This is an optimization exercise on Yosys and OpenROAD, whose aim is small area and a short achievable clock period, not a production implementation.
Function was checked by simulation only, so behaviour that the tests miss may differ from the original.
The clock port is modelled as an ideal driver; clocking choices that lean on that would not hold on a real chip.

== run A ==
==> flow/design.v <==
module interrupt_controller(
	pclk_i,
	prst_i,
	penable_i,
	pready_o,
	pwrite_i,
	paddr_i,
	pwdata_i,
	prdata_o,
	interrupt_active_i,
	interrupt_valid_o,
	interrupt_to_be_serviced_o,
	interrupt_serviced_i);
	input pclk_i,prst_i,penable_i,pwrite_i;
	input [3:0] paddr_i,pwdata_i;
	output reg pready_o;
	output reg [3:0] prdata_o;
	input [15:0] interrupt_active_i;
	input interrupt_serviced_i;
	output reg interrupt_valid_o;
	output reg [3:0] interrupt_to_be_serviced_o;
	reg arb;
	genvar g;
	reg [15:0] pb3, pb2, npb1, npb0;
	wire [15:0] we;
	wire [3:0] wd, rd_d;
	wire rd_en, rdy_d;
	ic_port u_port(
		.rst(prst_i), .pen(penable_i), .pw(pwrite_i),
		.pa(paddr_i), .pd(pwdata_i),
		.pb3(pb3), .pb2(pb2), .npb1(npb1), .npb0(npb0),
		.we(we), .wd(wd), .rd_en(rd_en), .rd_d(rd_d), .rdy_d(rdy_d));
	generate
		for (g = 0; g < 16; g = g + 1) begin : regs
			always @(posedge pclk_i)
				if (we[g]) begin
					pb3[g] <= wd[3];
					pb2[g] <= wd[2];
					npb1[g] <= wd[1];
					npb0[g] <= wd[0];
				end
		end
	endgenerate
	always @(posedge pclk_i) begin
		pready_o <= rdy_d;
		if (rd_en)
			prdata_o <= rd_d;
	end
	wire [3:0] nwinner;
	ic_arb_core u_core(
		.req(interrupt_active_i),
		.pb3(pb3), .pb2(pb2), .npb1(npb1), .npb0(npb0),
		.nwin(nwinner));
	always @(posedge pclk_i) begin
		if (prst_i) begin
			arb <= 1'b0;
			interrupt_valid_o <= 1'b0;
			interrupt_to_be_serviced_o <= 4'd0;
		end else begin
			arb <= (|interrupt_active_i) &
			       ((~arb & ~interrupt_valid_o) | (interrupt_valid_o & interrupt_serviced_i));
			interrupt_valid_o <= arb | (interrupt_valid_o & ~interrupt_serviced_i);
			if (arb) interrupt_to_be_serviced_o <= ~nwinner;
			else if (interrupt_serviced_i) interrupt_to_be_serviced_o <= 4'd0;
		end
	end
endmodule
module ic_arb_core(req, pb3, pb2, npb1, npb0, nwin);
	input [15:0] req;
	input [15:0] pb3, pb2, npb1, npb0;
	output [3:0] nwin;
	genvar g;
	wire [15:0] pb1 = ~npb1;
	wire [15:0] pb0 = ~npb0;
	wire h3 = |(req & pb3);
	wire h2 = h3 ? |(req & pb3 & pb2) : |(req & pb2);
	wire [15:0] c1 = req & (pb3 | {16{~h3}}) & (pb2 | {16{~h2}});
	wire h1 = |(c1 & pb1);
	wire h0 = h1 ? |(c1 & pb1 & pb0) : |(c1 & pb0);
	wire [15:0] cw = c1 & (pb1 | {16{~h1}}) & (pb0 | {16{~h0}});
	wire [3:0] nz, lo_odd, lo_hi;
	generate
		for (g = 0; g < 4; g = g + 1) begin : quad
			wire [3:0] q = cw[4*g+3:4*g];
			assign nz[g] = |q;
			assign lo_hi[g] = ~q[0] & ~q[1];
			assign lo_odd[g] = ~q[0] & (q[1] | ~q[2]);
		end
	endgenerate
	wire [3:0] fq = {nz[3] & ~nz[2] & ~nz[1] & ~nz[0], nz[2] & ~nz[1] & ~nz[0],
	                 nz[1] & ~nz[0], nz[0]};
	assign nwin = ~{fq[3] | fq[2], fq[3] | fq[1], |(fq & lo_hi), |(fq & lo_odd)};
endmodule
module ic_port(rst, pen, pw, pa, pd, pb3, pb2, npb1, npb0, we, wd, rd_en, rd_d, rdy_d);
	input rst, pen, pw;
	input [3:0] pa, pd;
	input [15:0] pb3, pb2, npb1, npb0;
	output [15:0] we;
	output [3:0] wd;
	output rd_en;
	output [3:0] rd_d;
	output rdy_d;
	genvar g;
	wire [15:0] sel;
	generate
		for (g = 0; g < 16; g = g + 1) begin : dec
			assign sel[g] = pa == g;
		end
	endgenerate
	wire [3:0] wdata = pd & {4{~rst}};
	assign we = {16{rst}} | ({16{pen & pw}} & sel);
	assign wd = {wdata[3], wdata[2], ~wdata[1], ~wdata[0]};
	assign rd_en = rst | (pen & ~pw);
	assign rd_d = {|(sel & pb3), |(sel & pb2), |(sel & ~npb1), |(sel & ~npb0)} & {4{~rst}};
	assign rdy_d = pen & ~rst;
endmodule
==> flow/config.mk <==
export PLATFORM = sky130hd
export DESIGN_NAME = interrupt_controller
export DESIGN_NICKNAME = interrupt_controller
export VERILOG_FILES = /design/flow/design.v
export SDC_FILE = /design/flow/constraint.sdc
export NUM_CORES = 8
export LEC_CHECK = 0
export ABC_AREA = 1
export CAP_MARGIN = 20
export CORE_MARGIN = 2
export CORE_UTILIZATION = 45
export CTS_BUF_LIST = sky130_fd_sc_hd__clkbuf_4
export PLACE_DENSITY = 0.7
export SLEW_MARGIN = 20
==> flow/constraint.sdc <==
create_clock -name core_clock -period 30.0 [get_ports {pclk_i}]
set_input_delay 6.0000 -clock core_clock [delete_from_list [all_inputs] [get_ports {pclk_i}]]
set_output_delay 6.0000 -clock core_clock [all_outputs]
set_load 0.01 [all_outputs]
standard.sh (not shown) runs the stock make flow with config.mk's settings and CLKGATE_MAP_FILE= SYNTH_SCRIPT=/design/flow/synth_recipe.tcl, a recipe that flattens the netlist after the stock synthesis.
==> flow/flow/run.sh <==
#!/bin/bash
# Own layout flow: the standard flow (standard.sh) with
#  - the standard synthesis, except that ABC maps with flow/abc.script
#    (registers are mapped before ABC runs, so they are unchanged); also
#    the combinational modules ic_arb_core and ic_port are read from the
#    gate netlists flow/arb_core.v and flow/port.v (made by gen/gen_core8.py
#    and gen/gen_port.py) instead of being synthesised from rtl/ic.v,
#  - smaller port buffers (PORT_BUF),
#  - timing repair aimed at a setup slack margin below the clock period
#    (MARGIN), and the other settings in flow/params.sh (CTS arguments,
#    EXTRA make variables),
set -euo pipefail
source flow/params.sh
export MY_ABC_SCRIPT=$PWD/flow/abc.script
export CLK_SLEW_LIMIT=${CLK_SLEW_LIMIT:-0.1}
args=("BUFFER_PORTS_ARGS=-buffer_cell $PORT_BUF" "SETUP_SLACK_MARGIN=$MARGIN")
if [[ "${OWN_ABC:-1}" == 1 ]]; then args+=("SYNTH_SCRIPT=$PWD/flow/synth.tcl"); fi
subst=""
if [[ -f flow/arb_core.v ]]; then subst="$subst ic_arb_core=$PWD/flow/arb_core.v"; fi
if [[ -f flow/port.v ]]; then subst="$subst ic_port=$PWD/flow/port.v"; fi
if [[ -n "$subst" ]]; then
  export SUBST_NETLISTS="$subst"
  args+=("SYNTH_CANONICALIZE_TCL=$PWD/flow/subst.tcl")
fi
if [[ -n "${CTS_ARGS:-}" ]]; then args+=("CTS_ARGS=$CTS_ARGS"); fi
if [[ -f flow/post_cts.tcl ]]; then args+=("POST_CTS_TCL=$PWD/flow/post_cts.tcl");
elif [[ -f flow/clkfix.tcl ]]; then args+=("POST_CTS_TCL=$PWD/flow/clkfix.tcl"); fi
if [[ -n "${EXTRA:-}" ]]; then for kv in $EXTRA; do args+=("$kv"); done; fi
bash standard.sh "${args[@]}" "${FLOW_TARGET:-finish}" > standard_flow.log 2>&1
==> flow/flow/size.tcl <==
proc sz_area_of {c} { return [get_property [get_lib_cells */[get_property $c ref_name]] area] }
proc sz_period {} { return [expr {$::env(FLOW_PERIOD_NS) - [sta::worst_slack_cmd max] * 1e9}] }
set_propagated_clock [all_clocks]
estimate_parasitics -placement
set sz_cells {}
set sz_area 0.0
foreach c [get_cells *] {
  set r [get_property $c ref_name]
  set lc [get_lib_cells */$r]
  if {[string match "*tap*" $r] || [string match "*fill*" $r] || [string match "*decap*" $r]} continue
  set sz_area [expr {$sz_area + [get_property $lc area]}]
  if {[regexp {__(e?s?df|s?dl)} $r]} continue
  if {[string match "*clkbuf*" $r] || [string match "*clkinv*" $r] || [string match "*conb*" $r]} continue
  if {[string match "clkbuf_*" [get_name $c]]} continue
  lappend sz_cells $c
}
set sz_best [expr {$sz_area * [sz_period]}]
puts "size.tcl: start area $sz_area period [sz_period] cells [llength $sz_cells]"
for {set pass 0} {$pass < 6} {incr pass} {
  set changed 0
  foreach c $sz_cells {
    set cur [get_property $c ref_name]
    if {![regexp {^(.*)_([0-9]+)$} $cur -> base sz]} continue
    set cura [sz_area_of $c]
    set bestcell $cur
    foreach lc [get_lib_cells */${base}_*] {
      set n [get_name $lc]
      if {![regexp "^${base}_\[0-9\]+\$" $n] || $n eq $cur} continue
      if {[string match "*lpflow*" $n] || [string match "*probe*" $n]} continue
      replace_cell $c $lc
      estimate_parasitics -placement
      set a [expr {$sz_area - $cura + [get_property $lc area]}]
      set o [expr {$a * [sz_period]}]
      if {$o < $sz_best - 1e-6} { set sz_best $o; set bestcell $n }
      replace_cell $c [get_lib_cells */$cur]
    }
    estimate_parasitics -placement
    if {$bestcell ne $cur} {
      replace_cell $c [get_lib_cells */$bestcell]
      set sz_area [expr {$sz_area - $cura + [sz_area_of $c]}]
      incr changed
    }
  }
  puts "size.tcl: pass $pass changed $changed area $sz_area period [sz_period]"
  if {$changed == 0} break
}
detailed_placement
check_placement -verbose
estimate_parasitics -placement
puts "size.tcl: end area $sz_area period [sz_period]"
Other scripts of this flow, unchanged in this note and not shown: flow/flow/abc.script, flow/flow/arb_core.v, flow/flow/clkfix.tcl, flow/flow/params.sh, flow/flow/port.v, flow/flow/post_cts.tcl, flow/flow/subst.tcl, flow/flow/synth.tcl
The following lists how run B was set up differently from run A:
- changing CORE_UTILIZATION from 45 to 80
- changing PLACE_DENSITY from 0.7 to 0.9
-- flow/flow/run.sh --
<<< run A, line 12
>>> run B, line 12
#  - clock buffers upsized after CTS where the register clock pins would
#    see too slow a slew (flow/clkfix.tcl).
# make's full output is in standard_flow.log; ORFS's step logs are in orfs/logs/.
Results
- Across run B and run A, a clean result was obtained everywhere but in run B.
- Die height: run B and run A compared, higher one is run A
- Between run A and run B, the flow reports chip width decreasing by more than 10%.
- Sort run B and run A by starting density of the core, descending, and run B comes first.
- Summary — post-DP HPWL, run B relative to run A: higher, by 0.76%.
- From run A to run B, area after synthesis did not move at all.
- Worst setup slack after placement | run B below run A
- [compare] base=run A new=run B: floorplan row count -about 26%; placed standard-cell area -51 sq um.
Inputs modified between run B and run C:
- CORE_UTILIZATION changed from 80 to 50
- PLACE_DENSITY changed from 0.9 to 0.7
-- flow/flow/run.sh --
<<< run B, line 12
#  - clock buffers upsized after CTS where the register clock pins would
#    see too slow a slew (flow/clkfix.tcl).
# make's full output is in standard_flow.log; ORFS's step logs are in orfs/logs/.
>>> run C, line 12
-- flow/flow/size.tcl --
<<< run B, line 1
>>> run C, line 1
if {![info exists sz_par]} { set sz_par -placement }
<<< run B, line 4
estimate_parasitics -placement
>>> run C, line 5
estimate_parasitics $sz_par
<<< run B, line 31
      estimate_parasitics -placement
>>> run C, line 32
      estimate_parasitics $sz_par
<<< run B, line 37
    estimate_parasitics -placement
>>> run C, line 38
    estimate_parasitics $sz_par
<<< run B, line 47
>>> run C, line 48
# group moves: every u_core cell of a kind and drive strength one step up
# or down at once (the per-source gates are on equal paths)
proc sz_step {base sz dir} {
  set sizes {}
  foreach lc [get_lib_cells */${base}_*] {
    if {[regexp "^${base}_(\[0-9\]+)\$" [get_name $lc] -> n]} { lappend sizes $n }
  }
  set sizes [lsort -integer $sizes]
  set i [lsearch -exact $sizes $sz]
  set j [expr {$i + $dir}]
  if {$i < 0 || $j < 0 || $j >= [llength $sizes]} { return "" }
  return ${base}_[lindex $sizes $j]
}
set sz_groups [dict create]
foreach c $sz_cells {
  if {![string match "u_core.*" [get_name $c]]} continue
  dict lappend sz_groups [get_property $c ref_name] $c
}
set improved 1
while {$improved} {
  set improved 0
  dict for {ref members} $sz_groups {
    if {[llength $members] < 4} continue
    regexp {^(.*)_([0-9]+)$} $ref -> base sz
    foreach dir {1 -1} {
      set to [sz_step $base $sz $dir]
      if {$to eq ""} continue
      set d [expr {[get_property [get_lib_cells */$to] area] - [get_property [get_lib_cells */$ref] area]}]
      foreach c $members { replace_cell $c [get_lib_cells */$to] }
      estimate_parasitics $sz_par
      set a [expr {$sz_area + $d * [llength $members]}]
      set o [expr {$a * [sz_period]}]
      if {$o < $sz_best - 1e-6} {
        puts "size.tcl: group $ref ([llength $members]) -> $to"
        set sz_best $o
        set sz_area $a
        set sz_groups [dict remove $sz_groups $ref]
        dict set sz_groups $to $members
        set improved 1
        break
      }
      foreach c $members { replace_cell $c [get_lib_cells */$ref] }
      estimate_parasitics $sz_par
    }
    if {$improved} break
  }
}
puts "size.tcl: after groups area $sz_area period [sz_period]"
<<< run B, line 49
estimate_parasitics -placement
>>> run C, line 98
estimate_parasitics $sz_par
==> comparison <==
Run C finished every step from synthesis to the final layout, and the layout passed the timing, DRC and antenna checks. Summary — worst slack at placement, run C relative to run B: higher, by 57 ps. Side by side, width of the die turned out higher in run C than in run B. Area of placed instances in run C vs run B: up 1.0%. Going from run B to run C, placed wire-length estimate shrinks by 45 um. Number of placement rows ends up higher on run C. Comparing run C against run B, there is no change at all in post-synthesis cell type count. Run C has final RePlAce weighted congestion below what run B had. On height of the chip: between run C and run B, it ends up higher for run C. Compared with run B, total placed cells including tap cells in run C increased by a little under 10%.
What run D does differently from run C at the input level:
-- flow/flow/run.sh --
<<< run C, line 12
>>> run D, line 12
#  - clock buffers upsized after CTS where the register clock pins would
#    see too slow a slew (flow/clkfix.tcl).
# make's full output is in standard_flow.log; ORFS's step logs are in orfs/logs/.
==> flow/flow/size.tcl <==
proc sz_area_of {c} { return [get_property [get_lib_cells */[get_property $c ref_name]] area] }
proc sz_period {} { return [expr {$::env(FLOW_PERIOD_NS) - [sta::worst_slack_cmd max] * 1e9}] }
set_propagated_clock [all_clocks]
estimate_parasitics -placement
set sz_cells {}
set sz_area 0.0
foreach c [get_cells *] {
  set r [get_property $c ref_name]
  set lc [get_lib_cells */$r]
  if {[string match "*tap*" $r] || [string match "*fill*" $r] || [string match "*decap*" $r]} continue
  set sz_area [expr {$sz_area + [get_property $lc area]}]
  if {[regexp {__(e?s?df|s?dl)} $r]} continue
  if {[string match "*clkbuf*" $r] || [string match "*clkinv*" $r] || [string match "*conb*" $r]} continue
  if {[string match "clkbuf_*" [get_name $c]]} continue
  lappend sz_cells $c
}
set sz_best [expr {$sz_area * [sz_period]}]
puts "size.tcl: start area $sz_area period [sz_period] cells [llength $sz_cells]"
for {set pass 0} {$pass < 6} {incr pass} {
  set changed 0
  foreach c $sz_cells {
    set cur [get_property $c ref_name]
    if {![regexp {^(.*)_([0-9]+)$} $cur -> base sz]} continue
    set cura [sz_area_of $c]
    set bestcell $cur
    foreach lc [get_lib_cells */${base}_*] {
      set n [get_name $lc]
      if {![regexp "^${base}_\[0-9\]+\$" $n] || $n eq $cur} continue
      if {[string match "*lpflow*" $n] || [string match "*probe*" $n]} continue
      replace_cell $c $lc
      estimate_parasitics -placement
      set a [expr {$sz_area - $cura + [get_property $lc area]}]
      set o [expr {$a * [sz_period]}]
      if {$o < $sz_best - 1e-6} { set sz_best $o; set bestcell $n }
      replace_cell $c [get_lib_cells */$cur]
    }
    estimate_parasitics -placement
    if {$bestcell ne $cur} {
      replace_cell $c [get_lib_cells */$bestcell]
      set sz_area [expr {$sz_area - $cura + [sz_area_of $c]}]
      incr changed
    }
  }
  puts "size.tcl: pass $pass changed $changed area $sz_area period [sz_period]"
  if {$changed == 0} break
}
detailed_placement
check_placement -verbose
estimate_parasitics -placement
puts "size.tcl: end area $sz_area period [sz_period]"
### Flow results
- Run D and run C ended up with roughly the same design area.
- Compared with run C, in run D fraction of layout cells with a size suffix above 1 essentially unchanged; number of distinct standard cells referenced by the synthesized netlist essentially unchanged; total placed cells including tap cells essentially unchanged; total via count in the routed design essentially unchanged.
- As far as complex-gate fraction of the synthesized area goes, run C and run D are indistinguishable; the numbers are identical.
- In terms of utilization, run C and run D differ only marginally.
- Number of nets in the synthesized netlist: run C vs run D identical

-- what the ideal ports hide --
The results above use ideal ports. As a check the final layouts listed here were re-extracted and re-timed, cells and wires unchanged. Step 1: set_driving_cell puts a clkbuf_16 on pclk_i and a buf_2 on each other input, an assumption about the parent block. Step 2 adds t to the input delays and takes it off the output delays; t is the mean of the earliest and latest rising clock arrival at the registers after step 1. Input paths then give back, and output paths get back, about the clock's delay inside the block. Slacks: no drivers / after step 1 / after step 2; pairs: no drivers / after step 1.
run | t (ns) | setup slack, ns | worst data-port slew with drivers (ns)
run A | 0.443 | 20.506 / 20.507 / 20.064 | 0.05
run C | 0.450 | 20.674 / 20.685 / 20.235 | 0.04
run D | 0.450 | 20.674 / 20.685 / 20.235 | 0.04
After both steps every run listed still meets setup and hold. The setup slack of run A, which loses most, moves by +0.001 ns with the drivers and by -0.442 ns with both steps.
